This is an optimization exercise on Yosys and OpenROAD, whose aim is small area and a short achievable clock period, not a production implementation.
Only simulation tests tie the RTL to the original design; equivalence was not proved.
Power figures rest on the tool's default switching activity, not on a simulated workload.

==> flow/design.v <==
module framer_o(
    input mclk,  
    input wclk, 
    input [23:0] chan1,
    input [23:0] chan2,
    input [23:0] chan3,
    input [23:0] chan4,
    input [23:0] chan5,
    input [23:0] chan6,
    input [23:0] chan7,
    input [23:0] chan8,
    input [3:0] user,
    output reg adat
);
reg out;
reg [8:0] bclk;
reg [10:0] xbit;
reg plr;
always @( posedge mclk ) 
begin
    if (plr != wclk && wclk)
        bclk <= 0;  
    else
        bclk <= bclk + 1;
    plr <= wclk;
end
always @( negedge mclk ) 
begin
    case (bclk) 
8'h00: out <= 1;
8'h01: out <= chan1[0];
8'h02: out <= chan1[1];
8'h03: out <= chan1[2];
8'h04: out <= chan1[3];
8'h05: out <= 1;
8'h06: out <= chan1[4];
8'h07: out <= chan1[5];
8'h08: out <= chan1[6];
8'h09: out <= chan1[7];
8'h0a: out <= 1;
8'h0b: out <= chan1[8];
8'h0c: out <= chan1[9];
8'h0d: out <= chan1[10];
8'h0e: out <= chan1[11];
8'h0f: out <= 1;
8'h10: out <= chan1[12];
8'h11: out <= chan1[13];
8'h12: out <= chan1[14];
8'h13: out <= chan1[15];
8'h14: out <= 1;
8'h15: out <= chan1[16];
8'h16: out <= chan1[17];
8'h17: out <= chan1[18];
8'h18: out <= chan1[19];
8'h19: out <= 1;
8'h1a: out <= chan1[20];
8'h1b: out <= chan1[21];
8'h1c: out <= chan1[22];
8'h1d: out <= chan1[23];
8'h1e: out <= 1;
8'h1f: out <= chan2[0];
8'h20: out <= chan2[1];
8'h21: out <= chan2[2];
8'h22: out <= chan2[3];
8'h23: out <= 1;
8'h24: out <= chan2[4];
8'h25: out <= chan2[5];
8'h26: out <= chan2[6];
8'h27: out <= chan2[7];
8'h28: out <= 1;
8'h29: out <= chan2[8];
8'h2a: out <= chan2[9];
8'h2b: out <= chan2[10];
8'h2c: out <= chan2[11];
8'h2d: out <= 1;
8'h2e: out <= chan2[12];
8'h2f: out <= chan2[13];
8'h30: out <= chan2[14];
8'h31: out <= chan2[15];
8'h32: out <= 1;
8'h33: out <= chan2[16];
8'h34: out <= chan2[17];
8'h35: out <= chan2[18];
8'h36: out <= chan2[19];
8'h37: out <= 1;
8'h38: out <= chan2[20];
8'h39: out <= chan2[21];
8'h3a: out <= chan2[22];
8'h3b: out <= chan2[23];
8'h3c: out <= 1;
8'h3d: out <= chan3[0];
8'h3e: out <= chan3[1];
8'h3f: out <= chan3[2];
8'h40: out <= chan3[3];
8'h41: out <= 1;
8'h42: out <= chan3[4];
8'h43: out <= chan3[5];
8'h44: out <= chan3[6];
8'h45: out <= chan3[7];
8'h46: out <= 1;
8'h47: out <= chan3[8];
8'h48: out <= chan3[9];
8'h49: out <= chan3[10];
8'h4a: out <= chan3[11];
8'h4b: out <= 1;
8'h4c: out <= chan3[12];
8'h4d: out <= chan3[13];
8'h4e: out <= chan3[14];
8'h4f: out <= chan3[15];
8'h50: out <= 1;
8'h51: out <= chan3[16];
8'h52: out <= chan3[17];
8'h53: out <= chan3[18];
8'h54: out <= chan3[19];
8'h55: out <= 1;
8'h56: out <= chan3[20];
8'h57: out <= chan3[21];
8'h58: out <= chan3[22];
8'h59: out <= chan3[23];
8'h5a: out <= 1;
8'h5b: out <= chan4[0];
8'h5c: out <= chan4[1];
8'h5d: out <= chan4[2];
8'h5e: out <= chan4[3];
8'h5f: out <= 1;
8'h60: out <= chan4[4];
8'h61: out <= chan4[5];
8'h62: out <= chan4[6];
8'h63: out <= chan4[7];
8'h64: out <= 1;
8'h65: out <= chan4[8];
8'h66: out <= chan4[9];
8'h67: out <= chan4[10];
8'h68: out <= chan4[11];
8'h69: out <= 1;
8'h6a: out <= chan4[12];
8'h6b: out <= chan4[13];
8'h6c: out <= chan4[14];
8'h6d: out <= chan4[15];
8'h6e: out <= 1;
8'h6f: out <= chan4[16];
8'h70: out <= chan4[17];
8'h71: out <= chan4[18];
8'h72: out <= chan4[19];
8'h73: out <= 1;
8'h74: out <= chan4[20];
8'h75: out <= chan4[21];
8'h76: out <= chan4[22];
8'h77: out <= chan4[23];
8'h78: out <= 1;
8'h79: out <= chan5[0];
8'h7a: out <= chan5[1];
8'h7b: out <= chan5[2];
8'h7c: out <= chan5[3];
8'h7d: out <= 1;
8'h7e: out <= chan5[4];
8'h7f: out <= chan5[5];
8'h80: out <= chan5[6];
8'h81: out <= chan5[7];
8'h82: out <= 1;
8'h83: out <= chan5[8];
8'h84: out <= chan5[9];
8'h85: out <= chan5[10];
8'h86: out <= chan5[11];
8'h87: out <= 1;
8'h88: out <= chan5[12];
8'h89: out <= chan5[13];
8'h8a: out <= chan5[14];
8'h8b: out <= chan5[15];
8'h8c: out <= 1;
8'h8d: out <= chan5[16];
8'h8e: out <= chan5[17];
8'h8f: out <= chan5[18];
8'h90: out <= chan5[19];
8'h91: out <= 1;
8'h92: out <= chan5[20];
8'h93: out <= chan5[21];
8'h94: out <= chan5[22];
8'h95: out <= chan5[23];
8'h96: out <= 1;
8'h97: out <= chan6[0];
8'h98: out <= chan6[1];
8'h99: out <= chan6[2];
8'h9a: out <= chan6[3];
8'h9b: out <= 1;
8'h9c: out <= chan6[4];
8'h9d: out <= chan6[5];
8'h9e: out <= chan6[6];
8'h9f: out <= chan6[7];
8'ha0: out <= 1;
8'ha1: out <= chan6[8];
8'ha2: out <= chan6[9];
8'ha3: out <= chan6[10];
8'ha4: out <= chan6[11];
8'ha5: out <= 1;
8'ha6: out <= chan6[12];
8'ha7: out <= chan6[13];
8'ha8: out <= chan6[14];
8'ha9: out <= chan6[15];
8'haa: out <= 1;
8'hab: out <= chan6[16];
8'hac: out <= chan6[17];
8'had: out <= chan6[18];
8'hae: out <= chan6[19];
8'haf: out <= 1;
8'hb0: out <= chan6[20];
8'hb1: out <= chan6[21];
8'hb2: out <= chan6[22];
8'hb3: out <= chan6[23];
8'hb4: out <= 1;
8'hb5: out <= chan7[0];
8'hb6: out <= chan7[1];
8'hb7: out <= chan7[2];
8'hb8: out <= chan7[3];
8'hb9: out <= 1;
8'hba: out <= chan7[4];
8'hbb: out <= chan7[5];
8'hbc: out <= chan7[6];
8'hbd: out <= chan7[7];
8'hbe: out <= 1;
8'hbf: out <= chan7[8];
8'hc0: out <= chan7[9];
8'hc1: out <= chan7[10];
8'hc2: out <= chan7[11];
8'hc3: out <= 1;
8'hc4: out <= chan7[12];
8'hc5: out <= chan7[13];
8'hc6: out <= chan7[14];
8'hc7: out <= chan7[15];
8'hc8: out <= 1;
8'hc9: out <= chan7[16];
8'hca: out <= chan7[17];
8'hcb: out <= chan7[18];
8'hcc: out <= chan7[19];
8'hcd: out <= 1;
8'hce: out <= chan7[20];
8'hcf: out <= chan7[21];
8'hd0: out <= chan7[22];
8'hd1: out <= chan7[23];
8'hd2: out <= 1;
8'hd3: out <= chan8[0];
8'hd4: out <= chan8[1];
8'hd5: out <= chan8[2];
8'hd6: out <= chan8[3];
8'hd7: out <= 1;
8'hd8: out <= chan8[4];
8'hd9: out <= chan8[5];
8'hda: out <= chan8[6];
8'hdb: out <= chan8[7];
8'hdc: out <= 1;
8'hdd: out <= chan8[8];
8'hde: out <= chan8[9];
8'hdf: out <= chan8[10];
8'he0: out <= chan8[11];
8'he1: out <= 1;
8'he2: out <= chan8[12];
8'he3: out <= chan8[13];
8'he4: out <= chan8[14];
8'he5: out <= chan8[15];
8'he6: out <= 1;
8'he7: out <= chan8[16];
8'he8: out <= chan8[17];
8'he9: out <= chan8[18];
8'hea: out <= chan8[19];
8'heb: out <= 1;
8'hec: out <= chan8[20];
8'hed: out <= chan8[21];
8'hee: out <= chan8[22];
8'hef: out <= chan8[23];
8'hf0: out <= 1;
8'hf1: out <= 0;
8'hf2: out <= 0;
8'hf3: out <= 0;
8'hf4: out <= 0;
8'hf5: out <= 0;
8'hf6: out <= 0;
8'hf7: out <= 0;
8'hf8: out <= 0;
8'hf9: out <= 0;
8'hfa: out <= 0;
8'hfb: out <= 1;
8'hfc: out <= user[0];
8'hfd: out <= user[1];
8'hfe: out <= user[2];
8'hff: out <= user[3];
    endcase
end
always @( posedge mclk )
begin
    if(out)
        adat <= ~adat;
end
endmodule
==> flow/run.sh <==
#!/bin/bash
# synth_recipe.tcl (not shown) runs the flow's synth.tcl, then flattens the netlist and writes it again
# the make line also repeats each setting of config.mk as NAME=value (left out here)
make -C /OpenROAD-flow-scripts/flow DESIGN_CONFIG=/design/flow/config.mk WORK_HOME=/design/flow/orfs CLKGATE_MAP_FILE= SYNTH_SCRIPT=/design/flow/synth_recipe.tcl finish
==> flow/config.mk <==
export PLATFORM = sky130hd
export DESIGN_NAME = framer_o
export DESIGN_NICKNAME = framer_o
export VERILOG_FILES = /design/flow/design.v
export SDC_FILE = /design/flow/constraint.sdc
export NUM_CORES = 4
export LEC_CHECK = 0
export CAP_MARGIN = 20
export CORE_MARGIN = 2
export CORE_UTILIZATION = 40
export PLACE_DENSITY = 0.6
export SETUP_SLACK_MARGIN = 0.2
export SLEW_MARGIN = 20
==> flow/constraint.sdc <==
create_clock -name core_clock -period 6.0 [get_ports {mclk}]
set_input_delay 1.2000 -clock core_clock [delete_from_list [all_inputs] [get_ports {mclk}]]
set_output_delay 1.2000 -clock core_clock [all_outputs]
set_load 0.01 [all_outputs]
==> out/qor.yml, run 1 <==
power.density_nw_per_um2: 205.8
h-tree-depth: 1
ys_warn_count: 1
io_buffers: 198
min_path_type: "flop to flop"
grt_max_degree: 51
criticalPathCategory: "input port to flop"
ys_types: 86
hpwl_um: 17180
via_count: 5871
startpoint_type: "input port"
drcViolationCount: 0
diodes: 0
synthCells: 505
met2_usage_pct: 71.27
areaGrowthSynthToFinish_pct: 73.54
drt-vias-per-instance: 7.177
multiInputGateArea_um2: 3168
start_util_pct: 40.97
p_total_uw: 1270
reg2reg_from: "bclk[5]"
grt_overflow: 0
rsz0062_at_grt: "no"
grt_pass1_vias: 5644
ys.flop_type: "dfxtp_1"
die_w_um: 98.29
status: "timing/DRC/antenna clean"
cts_buffers: 3
max_slew_margin_pct: 53.42
finalHoldViolations: 0
peakVddDrop_mv: 0.3151
grtUsageTotal_pct: 44.27
crit_start: "chan4[19]"
cts_root_buffer: "clkbuf_8"
busiest_layer: "met2"
synth_area_per_cell_um2: 7.041
holdPathStages: 1
synth_edf_count: 2
drive_gt1_share_pct: 18.17
skew_ns: 0.06976
grtUsageMet3_pct: 11.10
ant_nets: 0
yosysTopAreaCellShare_pct: 10.13
cts_hold_buf: 0
cts_tree: "built"
grt_first_pass_wirelength_um: 33320
fp.coreArea_um2: 8678
rrSetupSlack_ns: 0.28
gr-usage-met1_pct: 54.78
max-cap-violations: 0
clockBufferDepth: 2
drv_slew: 0
design.die.area_um2: 9660
antenna_found_initial: 0
layout.nets: 914
fin_hold_ws_ns: 0.4574
worstPathArrival_ns: 2.84
cts.sinks: 12
syn-cell-area_um2: 3556
ys_seq_area_share_pct: 7.319
reg2reg_depth: 7
mappedNetlistNets: 708
finalSetupViolCount: 0
p_leak_uw: 0.002352
clock_latency_ns: 0.31
tightest_slew_ns: 0.6980
drt_first_pass_iters: 14
io_pins: 199
ys_async_sr_fraction_pct: 0
die_h_um: 98.29
crit_fanout: 1
min-delay-start: "bclk[0]"
drt_iter0_drc: 768
synth_top_cell_by_area: "a22oi_1"
critPathCaptureType: "flop"
worst_ep_required_time_ns: 3.05
fin_tns_setup_ns: 0
wire_per_inst_um: 27.86
synth-seq-cells: 12
row_count: 34
gp_congestion: 1.089
synth_top_cells_by_area: "a22oi_1, a22o_1, dfxtp_1"
path_clk_slew_ns: 0.07
finalWirelength_um: 22790
nFillCells: 705
ff_latch_area_um2: 270.3
[flip-flops by register name, summed over array words and instances, names as in the netlist]
signal / flops
plr: 1
bclk: 9
adat: 1
out: 1
[logic make-up (layout without fill, tap and decap cells)]
group,Yosys count,after routing,share of synthesized area (%)
AOI/OAI and AO/OA,211,211,44.79
and+or+nand+nor,194,194,31.91
buffers and inverters,68,273,10.17
DFF,12,12,7.319
muxes,8,8,2.322
xor gates and xnor gates,7,7,1.724
adders and majority gates,5,5,1.759
[critical path, stage by stage]
cell             delay (ns)
clkdlybuf4s50_1        0.40
a22oi_1                0.25
o32ai_1                0.15
nor4_1                 0.22
nor4bb_2               0.26
and4bb_2               0.27
a32oi_1                0.10
[timing repair]
| action | in CTS | in global routing |
|---|---|---|
| pin swaps | 31 | 35 |
| resized for setup | 28 | 66 |
| setup buffers | 0 | 2 |
| cloned | 0 | 0 |
| endpoints found under the setup margin | 2 | 2 |
| endpoints found under the hold margin | 0 | 0 |
[path summary, 6_finish.rpt]
check	end
min	bclk[0]
max	out
min reg2reg	bclk[0]
max reg2reg	out
[layout by cell type (no fill, tap or decap), drive strengths merged, types with 10 or more instances in the layout]
cell and instances:
nand2 38, a221oi 10, dfxtp 10, o21ai 21, nand3 23, a22oi 48
a22o 23, nand4 12, nor4 10, buf 59, clkdlybuf4s50 164, dlymetal6s2s 19
inv 11, nor2 40, a21oi 25, dlygate4sd2 12
[cell usage after synthesis (6+ instances only)]
master,n
buf_6,7
clkbuf_1,13
a22oi_1,48
a31oi_1,6
o21ai_0,17
a21oi_1,24
nand2_1,38
nor4_1,9
and3_1,8
nor2b_1,9
nand2b_1,7
a221oi_1,10
buf_2,25
inv_1,11
nor3_1,8
buf_4,6
nand3_1,23
and3b_1,8
dfxtp_1,10
o22ai_1,9
mux2i_1,6
nor2_1,37
nand4_1,12
a22o_1,23
o2111ai_1,8
o211ai_1,6
[metrics by stage]
stage / instances / util (%) / instance area, µm² / worst slack [ns]
after floorplan: 505 / - / 3556 / 0.3278
after global placement: 812 / 67.23 / 5834 / -0.2415
after detailed placement: 812 / 67.23 / 5834 / -0.3157
after CTS: 816 / 68.14 / 5913 / 0.2004
after global routing: 818 / 71.11 / 6171 / 0.1683
final: 818 / 71.11 / 6171 / 0.2113
[routing by layer]
metal / part of all wire, % / up-vias / wire (µm)
li1: - / 2446 / -
met1: 36 / 2741 / 8184
met2: 45 / 547 / 10230
met3: 13 / 137 / 2971
met4: 6.1 / 0 / 1399
met5: 0 / - / 0
[final cells by class]
| class | count | area share (%) |
|---|---|---|
| multi-input cells | 425 | 51.34 |
| clock inverters | 1 | 0.06083 |
| clock buffers | 4 | 0.7299 |
| well taps | 108 | 2.190 |
| flip-flops and latches | 12 | 4.380 |
| inverters | 11 | 0.6691 |
| repair buffers | 257 | 40.63 |
[power by group]
part | switching [µW] | internal (µW)
clock | 43.1 | 48.0
sequential | 21.3 | 107
combinational | 588 | 462
total | 653 | 617
==> run 2: changes to the inputs <==
==> flow/design.v (replaced) <==
module framer_o(
    input mclk,  
    input wclk,
    input [23:0] chan1,
    input [23:0] chan2,
    input [23:0] chan3,
    input [23:0] chan4,
    input [23:0] chan5,
    input [23:0] chan6,
    input [23:0] chan7,
    input [23:0] chan8,
    input [3:0] user,
    output reg adat
);
reg       t;
reg [2:0] j;
reg [4:0] m;
reg       plr;
reg [7:0] pn;
wire fs = wclk & ~plr;
wire [23:0] a;
wire [7:0]  b;
adat_dec dec (.t(t), .j(j), .m(m), .a(a), .b(b));
wire [23:0] ch [0:7];
assign ch[0] = chan1; assign ch[1] = chan2; assign ch[2] = chan3; assign ch[3] = chan4;
assign ch[4] = chan5; assign ch[5] = chan6; assign ch[6] = chan7; assign ch[7] = chan8;
wire [7:0] pnd;
genvar c;
generate
    for (c = 0; c < 8; c = c + 1) begin : g_ch
        adat_chsel sel (.d(ch[c]), .a(a), .b(b[c]), .yn(pnd[c]));
    end
endgenerate
wire cb;
adat_const cst (.t(t), .j(j), .m(m), .user(user), .y(cb));
wire [8:0] qn;
adat_inc inc (.q({t, j, m}), .qn(qn));
always @(posedge mclk) begin
    plr <= wclk;
    pn <= pnd;
    {t, j, m} <= fs ? 9'd1 : qn;
    if (cb | ~&pn)
        adat <= ~adat;
end
endmodule
module adat_dec (
    input t,
    input [2:0] j,
    input [4:0] m,
    output [23:0] a,
    output [7:0] b
);
genvar i;
generate
    for (i = 0; i < 24; i = i + 1) begin : g_a
        assign a[i] = (m == (i / 4) * 5 + (i % 4) + 1);
    end
    for (i = 0; i < 8; i = i + 1) begin : g_b
        assign b[i] = ~t & (j == i);
    end
endgenerate
endmodule
module adat_chsel (
    input [23:0] d,
    input [23:0] a,
    input b,
    output yn
);
wire [7:0] y;
wire [1:0] o;
genvar i;
generate
    for (i = 0; i < 8; i = i + 1) begin : g_aoi
        adat_aoi222 u (.a0(d[3*i]), .s0(a[3*i]), .a1(d[3*i+1]), .s1(a[3*i+1]),
                       .a2(d[3*i+2]), .s2(a[3*i+2]), .y(y[i]));
    end
endgenerate
adat_nand4 n0 (.a(y[3:0]), .y(o[0]));
adat_nand4 n1 (.a(y[7:4]), .y(o[1]));
adat_oai21 f (.a(o), .b(b), .y(yn));
endmodule
module adat_aoi222 (
    input a0, s0, a1, s1, a2, s2,
    output y
);
assign y = ~((a0 & s0) | (a1 & s1) | (a2 & s2));
endmodule
module adat_nand4 (
    input [3:0] a,
    output y
);
assign y = ~&a;
endmodule
module adat_oai21 (
    input [1:0] a,
    input b,
    output y
);
assign y = ~((a[0] | a[1]) & b);
endmodule
module adat_const (
    input t,
    input [2:0] j,
    input [4:0] m,
    input [3:0] user,
    output reg y
);
always @* begin
    if (t)
        y = user[3];                                    
    else if (m == 5'd0)
        y = (j == 3'd0) ? user[3] : 1'b0;               
    else if (m < 5'd30)
        y = (m == 5'd1) || (m == 5'd6) || (m == 5'd11) ||
            (m == 5'd16) || (m == 5'd21) || (m == 5'd26);  
    else if (m == 5'd30)
        y = (j == 3'd6) ? 1'b1 : (j == 3'd7) ? user[1] : 1'b0;  
    else
        y = (j == 3'd0) ? 1'b1 : (j == 3'd6) ? user[0] :
            (j == 3'd7) ? user[2] : 1'b0;               
end
endmodule
module adat_inc (
    input [8:0] q,
    output reg [8:0] qn
);
wire       t = q[8];
wire [2:0] j = q[7:5];
wire [4:0] m = q[4:0];
always @* begin
    qn = {t, j, m + 5'd1};
    if (t)
        qn = q + 9'd1;
    else if (m == 5'd29)
        qn = {1'b0, j + 3'd1, (j == 3'd7) ? 5'd30 : 5'd0};
    else if (m == 5'd31)
        qn = {j == 3'd7, j + 3'd1, (j == 3'd7) ? 5'd0 : 5'd30};
end
endmodule
--- a/flow/config.mk
+++ b/flow/config.mk
@@ -12,2 +12,3 @@
 export SETUP_SLACK_MARGIN = 0.2
 export SLEW_MARGIN = 20
+export SYNTH_HIERARCHICAL = 1
==> run 2 against run 1 <==
  * Still clean
  * Clock power fell by 0.9%
  * Synthesized area fell by 44%
  * Synthesized cell count fell by 54%
  * Via count fell by 43%
  * Total power fell by 46%
  * Setup slack improved by 3.0 ns
  * Combinational power fell by 62%
  * Clock skew fell by 0.069 ns
==> out/qor.yml, run 2 <==
status: "timing/DRC/antenna clean"
crit_end: "adat"
antenna_found_initial: 0  # unchanged
max-cap-violations: 0  # unchanged
finalHoldViolations: 0  # unchanged
multiInputGateArea_um2: 1590  # -50%
synth_edf_count: 1  # -1
design.die.area_um2: 5570  # -42%
start_util_pct: 41.97  # +1.0 points
ys_async_sr_fraction_pct: 0  # unchanged
path_clk_slew_ns: 0.07  # about the same
clockBufferDepth: 2  # unchanged
synth.most_common_cell: "a222oi_1"
mappedNetlistNets: 437  # -38%
final.period_utilization_pct: 47.23
cts_hold_buf: 0  # unchanged
crit_fanout: 1  # unchanged
io_pins: 199  # unchanged
cts_root_buffer: "clkbuf_8"
ys_types: 45  # -48%
rsz0062_at_grt: "no"
post-route-min-period_ns: 2.834
io_buffers: 198  # unchanged
power.density_nw_per_um2: 167.7  # -19%
finalSetupViolCount: 0  # unchanged
ys.flop_type: "dfxtp_1"
row_count: 25  # -26%
die_w_um: 74.64  # -24%
max_slew_margin_pct: 42.01  # -11 points
crit_family: "simple AND/OR/NAND/NOR gates"
ys_seq_area_share_pct: 19.56  # +12 points
worst_ep_required_time_ns: 6.01  # +2.96 ns
yosysTopAreaCellShare_pct: 32.10  # +22 points
synth_top_cell_by_area: "a222oi_1"
final_common_cell: "clkdlybuf4s50_1"
grt_first_pass_wirelength_um: 16240  # -51%
cts_buffers: 3  # unchanged
worstPathArrival_ns: 2.84  # about the same
busiest_layer: "met2"
timing.rr.end: "pn[2]"
slowest_delay_ns: 0.54  # +0.14 ns
skew_ns: 0.0005007  # -0.06926 ns
synth_top_cells_by_area: "a222oi_1, dfxtp_1, nand4_1"
max_flop_register: "pn"
startpoint_type: "input port"
fp.coreArea_um2: 4755  # -45%
drcViolationCount: 0  # unchanged
h-tree-depth: 1  # unchanged
areaGrowthSynthToFinish_pct: 105.6
gr-usage-met1_pct: 38.14  # -17 points
fin_tns_setup_ns: 0  # unchanged
hpwl_um: 9288  # -46%
ant_nets: 0  # unchanged
syn-cell-area_um2: 1996  # -44%
cts_tree: "built"
postLayoutCoreUtil_pct: 86.29  # +15 points
crit_start: "user[0]"
p_leak_uw: 0.001456  # -38%
crit_buf_inv: 1  # unchanged
critPathCaptureType: "flop"
grtUsageTotal_pct: 38.75  # -5.5 points
drt_first_pass_iters: 8  # -6
ys_warn_count: 9  # +8
wire_per_inst_um: 22.70  # -19%
drive_gt1_share_pct: 3.448  # -15 points
min_path_type: "flop to flop"
drv_slew: 0  # unchanged
layout.nets: 639  # -30%
die_h_um: 74.64  # -24%
rrSetupSlack_ns: 3.49  # +3.21 ns
synth-seq-cells: 19  # +7
cts_resized: 0  # -100%
path_depth: 6  # -1
ys_top_cells_by_count: "a222oi_1, nor2_1, nand4_1"
met2_usage_pct: 71.29  # about the same
ff_latch_area_um2: 390.4  # +44%
tightest_slew_ns: 0.8667  # +0.1687 ns
grtUsageMet3_pct: 11.51  # +0.42 points
final_cell_area_um2: 4103  # -34%
largest_register_ffs: 8  # -1
peakVddDrop_mv: 0.1010  # -68%
via_count: 3341  # -43%
diodes: 0  # unchanged
finalWirelength_um: 11390  # -50%
clock_latency_ns: 0.26  # -0.05 ns
slowest_stage: "or4b_1"
nFillCells: 275  # -61%
cts_setup_buffers: 0  # unchanged
grt_overflow: 0  # unchanged
path_cells: "clkdlybuf4s50_1 -> mux2_1 -> a31oi_1 -> a211o_1 -> a32oi_1 -> or4b_1"
dpl_cell_area_um2: 4058  # -30%
gp_congestion: 0.9390  # -14%
grt_pass1_vias: 3455  # -39%
criticalPathCategory: "input port to flop"
drt_iter0_drc: 614  # -20%
fin_hold_ws_ns: 0.5630  # +0.1056 ns
cts.sinks: 19  # +7
reg2reg_from: "m[2]"
reg2reg_depth: 5  # -2
drt-vias-per-instance: 6.655  # -7.3%
synthCells: 234  # -54%
grt_max_degree: 22  # -57%
layout_common_cells: "clkdlybuf4s50_1, a222oi_1, nor2_1, nand4_1, dfxtp_1"
synth_area_per_cell_um2: 8.528  # +21%
max_clock_freq_mhz: 352.9
==> run 2: changes by cell type in the layout (fill, tap and decap cells not counted), sizes merged, moves of 23 or more <==
| cell | change |
|---|---|
| a222oi | +59 |
| a22o | -23 |
| a22oi | -48 |
| buf | -59 |
| clkdlybuf4s50 | +34 |
| nand2 | -33 |
==> run 2: how the worst min path moves through the flow <==
| stage | startpoint | endpoint | slack [ns] | cells past startpoint |
|---|---|---|---|---|
| global placement | adat | adat | 0.53 | 1 |
| detailed placement | adat | adat | 0.54 | 1 |
| floorplan | pn[1] | adat | 0.54 | 2 |
| global route | adat | adat | 0.57 | 1 |
| finish | adat | adat | 0.56 | 1 |
| CTS | adat | adat | 0.56 | 1 |
==> run 2: logic make-up (layout without fill, tap and decap cells) <==
kind of cell    after synthesis  count (layout)  synth area share (%)
simple gates                109             109                 32.04
compound gates               87              87                 39.75
flops                        19              19                 19.56
fa+ha+maj                     5               5                 3.135
xor+xnor                      5               5                 2.195
mux                           5               5                 2.571
buf+inv                       4             205                0.7521
==> run 2: per-stage QoR <==
step / setup WS, ns / std cells / power [µW]
6_report: 3.166 / 502 / 687.9
5_1_grt: 3.108 / 502 / 722.5
4_1_cts: 3.170 / 502 / 672.1
3_5_place_dp: 2.910 / 498 / 584.4
3_3_place_gp: 2.942 / 498 / 566.2
2_1_floorplan: 3.387 / 234 / 377.0
==> run 2: area by class of cell <==
cell class              instances  share of cell area [%]
repair buffers                198                   48.31
multi-input cells             211                   38.76
clock buffers                   4                   1.098
flip-flops and latches         19                   9.515
well taps                      67                   2.043
inverters                       3                  0.2745
==> run 2: metal layers <==
metal / part of all wire (%) / wire length (µm)
met1: 32 / 3610
met2: 52 / 5887
met3: 11 / 1253
met4: 5.6 / 642
met5: 0 / 0
==> run 2: power breakdown <==
part	internal (µW)	leakage (µW)	total (µW)	switching, µW
sequential	147	0.000157	195	48.4
clock	47.2	0.0000228	90.3	43.0
combinational	230	0.00128	402	173
total	424	0.00146	688	264
==> run 2: Yosys stat by module (local to each module, per instance), excerpt <==
module | times used | flops+latches | cells | area (µm²)
adat_aoi222 | 64 | 0 | 1 | 10.01
adat_const | 1 | 0 | 20 | 150.1
adat_dec | 1 | 0 | 49 | 239.0
adat_inc | 1 | 0 | 44 | 347.8
adat_nand4 | 16 | 0 | 1 | 6.256
adat_oai21 | 8 | 0 | 1 | 5.005
framer_o | 1 | 19 | 33 | 478.0
==> run 3: changes to the inputs <==
--- a/flow/config.mk
+++ b/flow/config.mk
@@ -10,5 +10,5 @@
 export CORE_UTILIZATION = 40
 export PLACE_DENSITY = 0.6
-export SETUP_SLACK_MARGIN = 0.2
+export SETUP_SLACK_MARGIN = 4.0
 export SLEW_MARGIN = 20
 export SYNTH_HIERARCHICAL = 1
==> run 3 against run 2 <==
  * Still clean on timing, DRC and antenna
  * Die area stayed put
  * Maximum frequency up 18%
  * Core utilization down 2.1 points
  * Synthesized cell count unchanged
  * Wire length is 7.1% higher
  * Hold slack worse by 0.021 ns
  * Sequential power grew 2%
  * Critical path type unchanged
==> out/qor.yml, run 3 <==
grt_first_pass_wirelength_um: 16680  # +2.8%
hpwl_um: 9030  # -2.8%
p_clk_share_pct: 13.5  # +0.4 points
max_clock_freq_mhz: 415.2  # +18%
skew_ns: 0.004075  # +0.003574 ns
postLayoutCoreUtil_pct: 84.18  # -2.1 points
max-cap-violations: 0  # unchanged
met2_usage_pct: 72.96  # +1.7 points
synth.most_common_cell: "a222oi_1"
wire_per_inst_um: 24.20  # +6.6%
synth_edf_count: 1  # unchanged
holdPathStages: 1  # unchanged
p_leak_uw: 0.001716  # +18%
path_cells: "buf_6 -> mux2_4 -> a31oi_4 -> a211o_1 -> a32oi_1 -> or4b_1"
max_flop_register: "pn"
layout_common_cells: "dlygate4sd2_1, a222oi_1, clkdlybuf4s15_1, clkbuf_2, nand4_1"
fp.coreArea_um2: 4755  # unchanged
antenna_found_initial: 0  # unchanged
drt_iter0_drc: 752  # +22%
slowest_stage: "or4b_1"
p_int_uw: 393.9  # -7.1%
yosysTopAreaCellShare_pct: 32.10  # unchanged
finalSetupViolCount: 0  # unchanged
rrSetupSlack_ns: 3.95  # +0.46 ns
ys.flop_type: "dfxtp_1"
cts_hold_buf: 0  # unchanged
rsz0062_at_grt: "yes"
drt_first_pass_iters: 9  # +1
busiest_layer: "met2"
startpoint_type: "input port"
pwr-share-comb_pct: 57.7  # -0.8 points
status: "timing/DRC/antenna clean"
drv_slew: 0  # unchanged
grt_max_degree: 22  # unchanged
max_slew_margin_pct: 54.51  # +12 points
die_w_um: 74.64  # unchanged
post-route-min-period_ns: 2.408  # -0.4253 ns
synth-seq-cells: 19  # unchanged
gp_congestion: 0.9045  # -3.7%
finalHoldViolations: 0  # unchanged
pre_cts_ws_ns: 3.009  # +0.09888 ns
largest_register_ffs: 8  # unchanged
p_seq_share_pct: 28.7  # +0.3 points
crit_fanout: 1  # unchanged
setup_slack_ns: 3.592  # +0.4253 ns
finalWirelength_um: 12200  # +7.1%
min-delay-start: "adat"
critPathCaptureType: "flop"
design.die.area_um2: 5570  # unchanged
crit_buf_inv: 1  # unchanged
ys_top_cells_by_count: "a222oi_1, nor2_1, nand4_1"
via_count: 3526  # +5.5%
synthCells: 234  # unchanged
grt_overflow: 0  # unchanged
synth_top_cells_by_area: "a222oi_1, dfxtp_1, nand4_1"
areaGrowthSynthToFinish_pct: 100.6
gr-usage-met1_pct: 42.87  # +4.7 points
drive_gt1_share_pct: 17.70  # +14 points
syn-cell-area_um2: 1996  # unchanged
min_to: "adat"
drt-vias-per-instance: 6.996  # +5.1%
start_util_pct: 41.97  # unchanged
timing.rr.end: "adat"
worst_ep_required_time_ns: 6.01  # about the same
criticalPathCategory: "input port to flop"
peakVddDrop_mv: 0.1160  # +15%
mappedNetlistNets: 437  # unchanged
ant_nets: 0  # unchanged
switching_share_pct: 43.20  # +4.8 points
grt_pass1_vias: 3431  # -0.69%
ys_warn_count: 9  # unchanged
power.density_nw_per_um2: 173.2  # +3.3%
grtUsageMet3_pct: 8.835  # -2.7 points
tightest_slew_ns: 0.6799  # -0.1868 ns
synth_top_cell_by_area: "a222oi_1"
slowest_delay_ns: 0.48  # -0.06 ns
ys_async_sr_fraction_pct: 0  # unchanged
cts_tree: "built"
reg2reg_depth: 5  # unchanged
reg2reg_from: "j[2]"
fin_tns_setup_ns: 0  # unchanged
cts_setup_buffers: 0  # unchanged
clock_latency_ns: 0.26  # about the same
cts_buffers: 3  # unchanged
cts_root_buffer: "clkbuf_8"
die_h_um: 74.64  # unchanged
ys_types: 45  # unchanged
row_count: 25  # unchanged
drcViolationCount: 0  # unchanged
clockBufferDepth: 2  # unchanged
final.period_utilization_pct: 40.14  # -7.1 points
worstPathArrival_ns: 2.42  # -0.42 ns
p_switching_uw: 299.5  # +13%
h-tree-depth: 1  # unchanged
layout.nets: 639  # unchanged
path_clk_slew_ns: 0.07  # about the same
synth_area_per_cell_um2: 8.528  # unchanged
grtUsageTotal_pct: 39.44  # +0.69 points
io_pins: 199  # unchanged
final_common_cell: "dlygate4sd2_1"
ys_seq_area_share_pct: 19.56  # unchanged
crit_family: "simple AND/OR/NAND/NOR gates"
crit_start: "user[0]"
io_buffers: 198  # unchanged
cts.sinks: 19  # unchanged
min_path_type: "flop to flop"
-- run 3: stage by stage --
stage               area [µm²]  total power, µW  instances  hold slack, ns
floorplan                 1999            377.1        234          0.5391
global placement          4061            564.7        498          0.5303
detailed placement        4061            578.1        498          0.5375
CTS                       3931            639.7        502          0.5458
global route              3998            717.1        502          0.5475
finish                    4003            693.4        504          0.5419
-- run 3: what timing repair did --
item | CTS | global route
gates cloned | 0 | 0
resized for setup | 226 | 96
setup endpoints to repair | 13 | 16
endpoints found under the hold margin | 0 | 0
pin swaps | 92 | 57
-- run 3: logic make-up (layout without fill, tap and decap cells) --
| kind of cell | Yosys count | count (layout) | synth area share, % |
|---|---|---|---|
| flip-flops | 19 | 19 | 19.56 |
| XOR/XNOR | 5 | 5 | 2.195 |
| multiplexers | 5 | 5 | 2.571 |
| other | 0 | 2 | 0 |
| AND/OR/NAND/NOR | 109 | 109 | 32.04 |
| adder cells (fa/ha/maj) | 5 | 5 | 3.135 |
| AO/OA/AOI/OAI | 87 | 87 | 39.75 |
| buffers and inverters | 4 | 205 | 0.7521 |
-- run 3: area by class of cell --
type / count / area [µm²]
tap: 67 / 83.83
multi-input combinational: 211 / 1729
fill: 308 / 752.0
sequential: 19 / 404.1
timing repair buffer: 198 / 1724
clock buffer: 4 / 45.04
antenna: 2 / 5.005
inverter: 3 / 11.26
-- run 3: worst max path at each step --
stage / end / slack, ns / cells after the start
floorplan: adat / 3.50 / 5
global route: adat / 3.56 / 6
finish: adat / 3.59 / 6
CTS: adat / 3.55 / 6
global placement: adat / 3.05 / 6
detailed placement: adat / 3.01 / 6
-- run 3: per-layer routing --
layer	vias to the layer above	share of wire [%]
li1	1487	-
met1	1608	32
met2	348	51
met3	83	11
met4	0	5.6
met5	-	0
-- run 3: power by group through the flow --
stage,Combinational (µW),Clock [µW],Sequential [µW]
2_1_floorplan,196,0,181
3_3_place_gp,374,0,191
3_5_place_dp,386,0,192
4_1_cts,357,90.8,192
5_1_grt,419,95.6,203
6_report,400,93.7,199
-- run 3: worst reg2reg max path, delay by kind of cell (launching register included) --
kind / cells / cell delay [ns]
compound gates: 3 / 0.43
simple gates: 2 / 0.70
flops: 1 / 0.66
-- run 3: Yosys stat by module, one instance, submodules excluded, excerpt --
module / cells / times used / cell area (µm²) / flip-flops and latches
adat_aoi222: 1 / 64 / 10.01 / 0
adat_nand4: 1 / 16 / 6.256 / 0
adat_inc: 44 / 1 / 347.8 / 0
adat_dec: 49 / 1 / 239.0 / 0
framer_o: 33 / 1 / 478.0 / 19
adat_const: 20 / 1 / 150.1 / 0
adat_oai21: 1 / 8 / 5.005 / 0
==> run 4: changes to the inputs <==
==> flow/flow/run.sh (new file) <==
#!/bin/bash
# The standard layout, with plain buf_1 cells as the port buffers
set -euo pipefail
bash standard.sh "BUFFER_PORTS_ARGS=-buffer_cell sky130_fd_sc_hd__buf_1" finish > standard_flow.log 2>&1
==> flow/standard.sh (new file) <==
#!/bin/bash
# synth_recipe.tcl (not shown) runs the flow's synth.tcl, then flattens the netlist and writes it again
# the make line also repeats each setting of config.mk as NAME=value (left out here)
make -C /OpenROAD-flow-scripts/flow DESIGN_CONFIG=/design/flow/config.mk WORK_HOME=/design/flow/orfs CLKGATE_MAP_FILE= SYNTH_SCRIPT=/design/flow/synth_recipe.tcl "${@:-finish}"
--- a/flow/config.mk
+++ b/flow/config.mk
@@ -10,5 +10,5 @@
 export CORE_UTILIZATION = 40
 export PLACE_DENSITY = 0.6
-export SETUP_SLACK_MARGIN = 4.0
+export SETUP_SLACK_MARGIN = 0.2
 export SLEW_MARGIN = 20
 export SYNTH_HIERARCHICAL = 1
removed: flow/run.sh
==> run 4 against run 3 <==
  * Sequential power is 4% lower
  * Non-clock buffer count did not move
  * Cell count fell by 0.40%
  * Global-route usage fell by 7.2 points
  * Register-to-register slack worse by 0.30 ns
  * Setup slack worse by 0.051 ns
  * Critical endpoint unchanged
  * Largest cell class unchanged
  * Highest routed layer unchanged
==> out/qor.yml, run 4 <==
cts_root_buffer: "clkbuf_8"
drt_first_pass_iters: 11  # +2
path_clk_slew_ns: 0.07  # about the same
status: "timing/DRC/antenna clean"
worstPathArrival_ns: 2.47  # +0.05 ns
max_slew_margin_pct: 53.88  # -0.63 points
drive_gt1_share_pct: 3.448  # -14 points
syn-cell-area_um2: 1996  # unchanged
holdPathStages: 1  # unchanged
wire_per_inst_um: 19.11  # -21%
reg2reg_from: "m[0]"
largest_register_ffs: 8  # unchanged
max-cap-violations: 0  # unchanged
layout.nets: 639  # unchanged
worst_ep_required_time_ns: 6.01  # about the same
ys_warn_count: 9  # unchanged
p_leak_uw: 0.0009156  # -47%
cts_hold_buf: 0  # unchanged
p_clk_share_pct: 15.8  # +2.3 points
synth_edf_count: 1  # unchanged
nFillCells: 496  # +61%
p_seq_share_pct: 32.7  # +4.0 points
fin_tns_setup_ns: 0  # unchanged
ys.flop_type: "dfxtp_1"
startpoint_type: "input port"
power.density_nw_per_um2: 203.5  # +17%
pwr-share-comb_pct: 51.5  # -6.2 points
synth_top_cell_by_area: "a222oi_1"
cts_setup_buffers: 0  # unchanged
p_switching_uw: 246.3  # -18%
synth.most_common_cell: "a222oi_1"
grt_max_degree: 22  # unchanged
final.period_utilization_pct: 40.98  # +0.84 points
clockBufferDepth: 2  # unchanged
cts_tree: "built"
finalSetupViolCount: 0  # unchanged
synth_area_per_cell_um2: 8.528  # unchanged
peakVddDrop_mv: 0.1284  # +11%
io_pins: 199  # unchanged
grt_first_pass_wirelength_um: 13590  # -19%
drt-vias-per-instance: 6.359  # -9.1%
grt_overflow: 0  # unchanged
grt_pass1_vias: 2762  # -19%
max_clock_freq_mhz: 406.7  # -2.1%
grtUsageTotal_pct: 32.20  # -7.2 points
h-tree-depth: 1  # unchanged
crit_fanout: 1  # unchanged
skew_ns: 0.006481  # +0.002407 ns
ys_types: 45  # unchanged
cts_buffers: 3  # unchanged
drt_iter0_drc: 517  # -31%
ys_top_cells_by_count: "a222oi_1, nor2_1, nand4_1"
yosysTopAreaCellShare_pct: 32.10  # unchanged
critPathCaptureType: "flop"
reg2reg_depth: 5  # unchanged
min_path_type: "flop to flop"
start_util_pct: 41.97  # unchanged
criticalPathCategory: "input port to flop"
drcViolationCount: 0  # unchanged
diodes: 0  # -2
rrSetupSlack_ns: 3.65  # -0.30 ns
io_buffers: 198  # unchanged
timing.rr.end: "pn[0]"
crit_start: "user[2]"
tightest_slew_ns: 0.6892  # +0.009359 ns
min-delay-start: "adat"
rsz0062_at_grt: "no"
clock_latency_ns: 0.26  # about the same
switching_share_pct: 42.26  # -0.94 points
drv_slew: 0  # unchanged
final_common_cell: "buf_1"
hpwl_um: 7824  # -13%
areaGrowthSynthToFinish_pct: 43.51
antenna_found_initial: 0  # unchanged
post-route-min-period_ns: 2.459  # +0.05057 ns
fin_hold_ws_ns: 0.5440  # +0.002124 ns
layout_common_cells: "buf_1, a222oi_1, nor2_1, nand4_1, dfxtp_1"
ant_nets: 0  # unchanged
max_flop_register: "pn"
ys_async_sr_fraction_pct: 0  # unchanged
min_to: "adat"
p_int_uw: 336.6  # -15%
finalWirelength_um: 9594  # -21%
ys_seq_area_share_pct: 19.56  # unchanged
die_h_um: 74.64  # unchanged
row_count: 25  # unchanged
finalHoldViolations: 0  # unchanged
fp.coreArea_um2: 4755  # unchanged
synthCells: 234  # unchanged
design.die.area_um2: 5570  # unchanged
gp_congestion: 0.9244  # +2.2%
mappedNetlistNets: 437  # unchanged
synth_top_cells_by_area: "a222oi_1, dfxtp_1, nand4_1"
via_count: 3192  # -9.5%
cts.sinks: 19  # unchanged
synth-seq-cells: 19  # unchanged
die_w_um: 74.64  # unchanged
cts_resized: 0  # -100%
-- run 4: cell counts after synthesis --
Identical to the previous run, type by type.
-- run 4: worst max-delay path by stage --
stage | slack, ns | end | depth (start not counted)
floorplan | 3.39 | adat | 5
CTS | 3.54 | adat | 6
finish | 3.54 | adat | 6
global placement | 3.28 | adat | 6
detailed placement | 3.27 | adat | 6
global route | 3.47 | adat | 6
-- run 4: Yosys stat by module, one instance, submodules excluded, a selection --
module       flops+latches  area [µm²]  copies in the design
framer_o                19       478.0                     1
adat_inc                 0       347.8                     1
adat_dec                 0       239.0                     1
adat_const               0       150.1                     1
adat_aoi222              0       10.01                    64
adat_nand4               0       6.256                    16
adat_oai21               0       5.005                     8
-- run 4: cell type report --
cell class	count	area (µm²)	share of cell area (%)
Clock buffer	4	45.04	1.573
Timing Repair Buffer	198	743.2	25.95
Multi-Input combinational cell	211	1590	55.53
Sequential cell	19	390.4	13.63
Inverter	3	11.26	0.3932
Tap cell	67	83.83	2.927
-- run 4: per-layer routing --
metal | track usage, % | part of all wire (%) | up-vias
li1 | - | - | 1481
met1 | 41.60 | 38 | 1443
met2 | 54.57 | 50 | 236
met3 | 2.811 | 8.1 | 32
met4 | 14.68 | 4.0 | 0
met5 | 0 | 0 | -
-- run 4: kinds of logic (layout without fill, tap and decap cells) --
group           after synthesis  in the layout  share of synthesized area [%]
fa+ha+maj                     5              5                          3.135
xor+xnor                      5              5                          2.195
simple gates                109            109                          32.04
mux                           5              5                          2.571
flops                        19             19                          19.56
buf+inv                       4            205                         0.7521
compound gates               87             87                          39.75
-- run 4: power by group through the flow --
| stage | combinational, µW | sequential (µW) | clock (µW) |
|---|---|---|---|
| floorplan | 196 | 181 | 0 |
| global placement | 290 | 191 | 0 |
| detailed placement | 293 | 192 | 0 |
| CTS | 295 | 189 | 91.7 |
| global route | 328 | 197 | 97.8 |
| finish | 300 | 191 | 91.9 |
-- run 4: stage by stage --
stage / total power, µW / worst slack (ns) / std cells / area, µm² / utilization (%)
4_1_cts: 575.3 / 3.538 / 502 / 2864 / 60.24
6_report: 582.9 / 3.541 / 502 / 2864 / 60.24
2_1_floorplan: 377.0 / 3.387 / 234 / 1996 / -
3_3_place_gp: 480.8 / 3.277 / 498 / 2819 / 59.29
3_5_place_dp: 485.3 / 3.275 / 498 / 2819 / 59.29
5_1_grt: 622.4 / 3.469 / 502 / 2864 / 60.24
-- run 4: critical path, cell delays in order --
cell and delay (ns):
buf_1 0.07, mux2_1 0.28, a31oi_1 0.17, a211o_1 0.14, a32oi_1 0.08, or4b_1 0.53

static timing again, ports no longer ideal:
In the flow no input, the clock included, has a driving cell. The finished layouts below were timed again as built, in two steps. Step 1: set_driving_cell puts a clkbuf_16 on mclk and a buf_2 on each other input, an assumption about the parent block. Step 2 also shifts input and output timing later by t, the mid clock arrival at the registers, as if the neighbouring blocks saw the same clock. a / b / c = ideal / step 1 / step 2; a / b = the first two.
| run | shift t [ns] | slack for setup (ns) | worst setup path after step 2 | latest minus earliest clock arrival (ns) | slew at the worst register clock pin (ns) |
|---|---|---|---|---|---|
| run 2 | 0.280 | 3.166 / 3.162 / 2.882 | input to register | 0.000 / 0.000 | 0.07 / 0.07 |
| run 3 | 0.285 | 3.592 / 3.579 / 3.294 | input to register | 0.004 / 0.004 | 0.08 / 0.08 |
| run 4 | 0.283 | 3.541 / 3.547 / 3.263 | input to register | 0.007 / 0.007 | 0.08 / 0.08 |
After both steps every run listed still meets setup and hold. For run 3, which loses most, drivers alone change the setup slack by -0.013 ns; drivers and shift together by -0.298 ns.
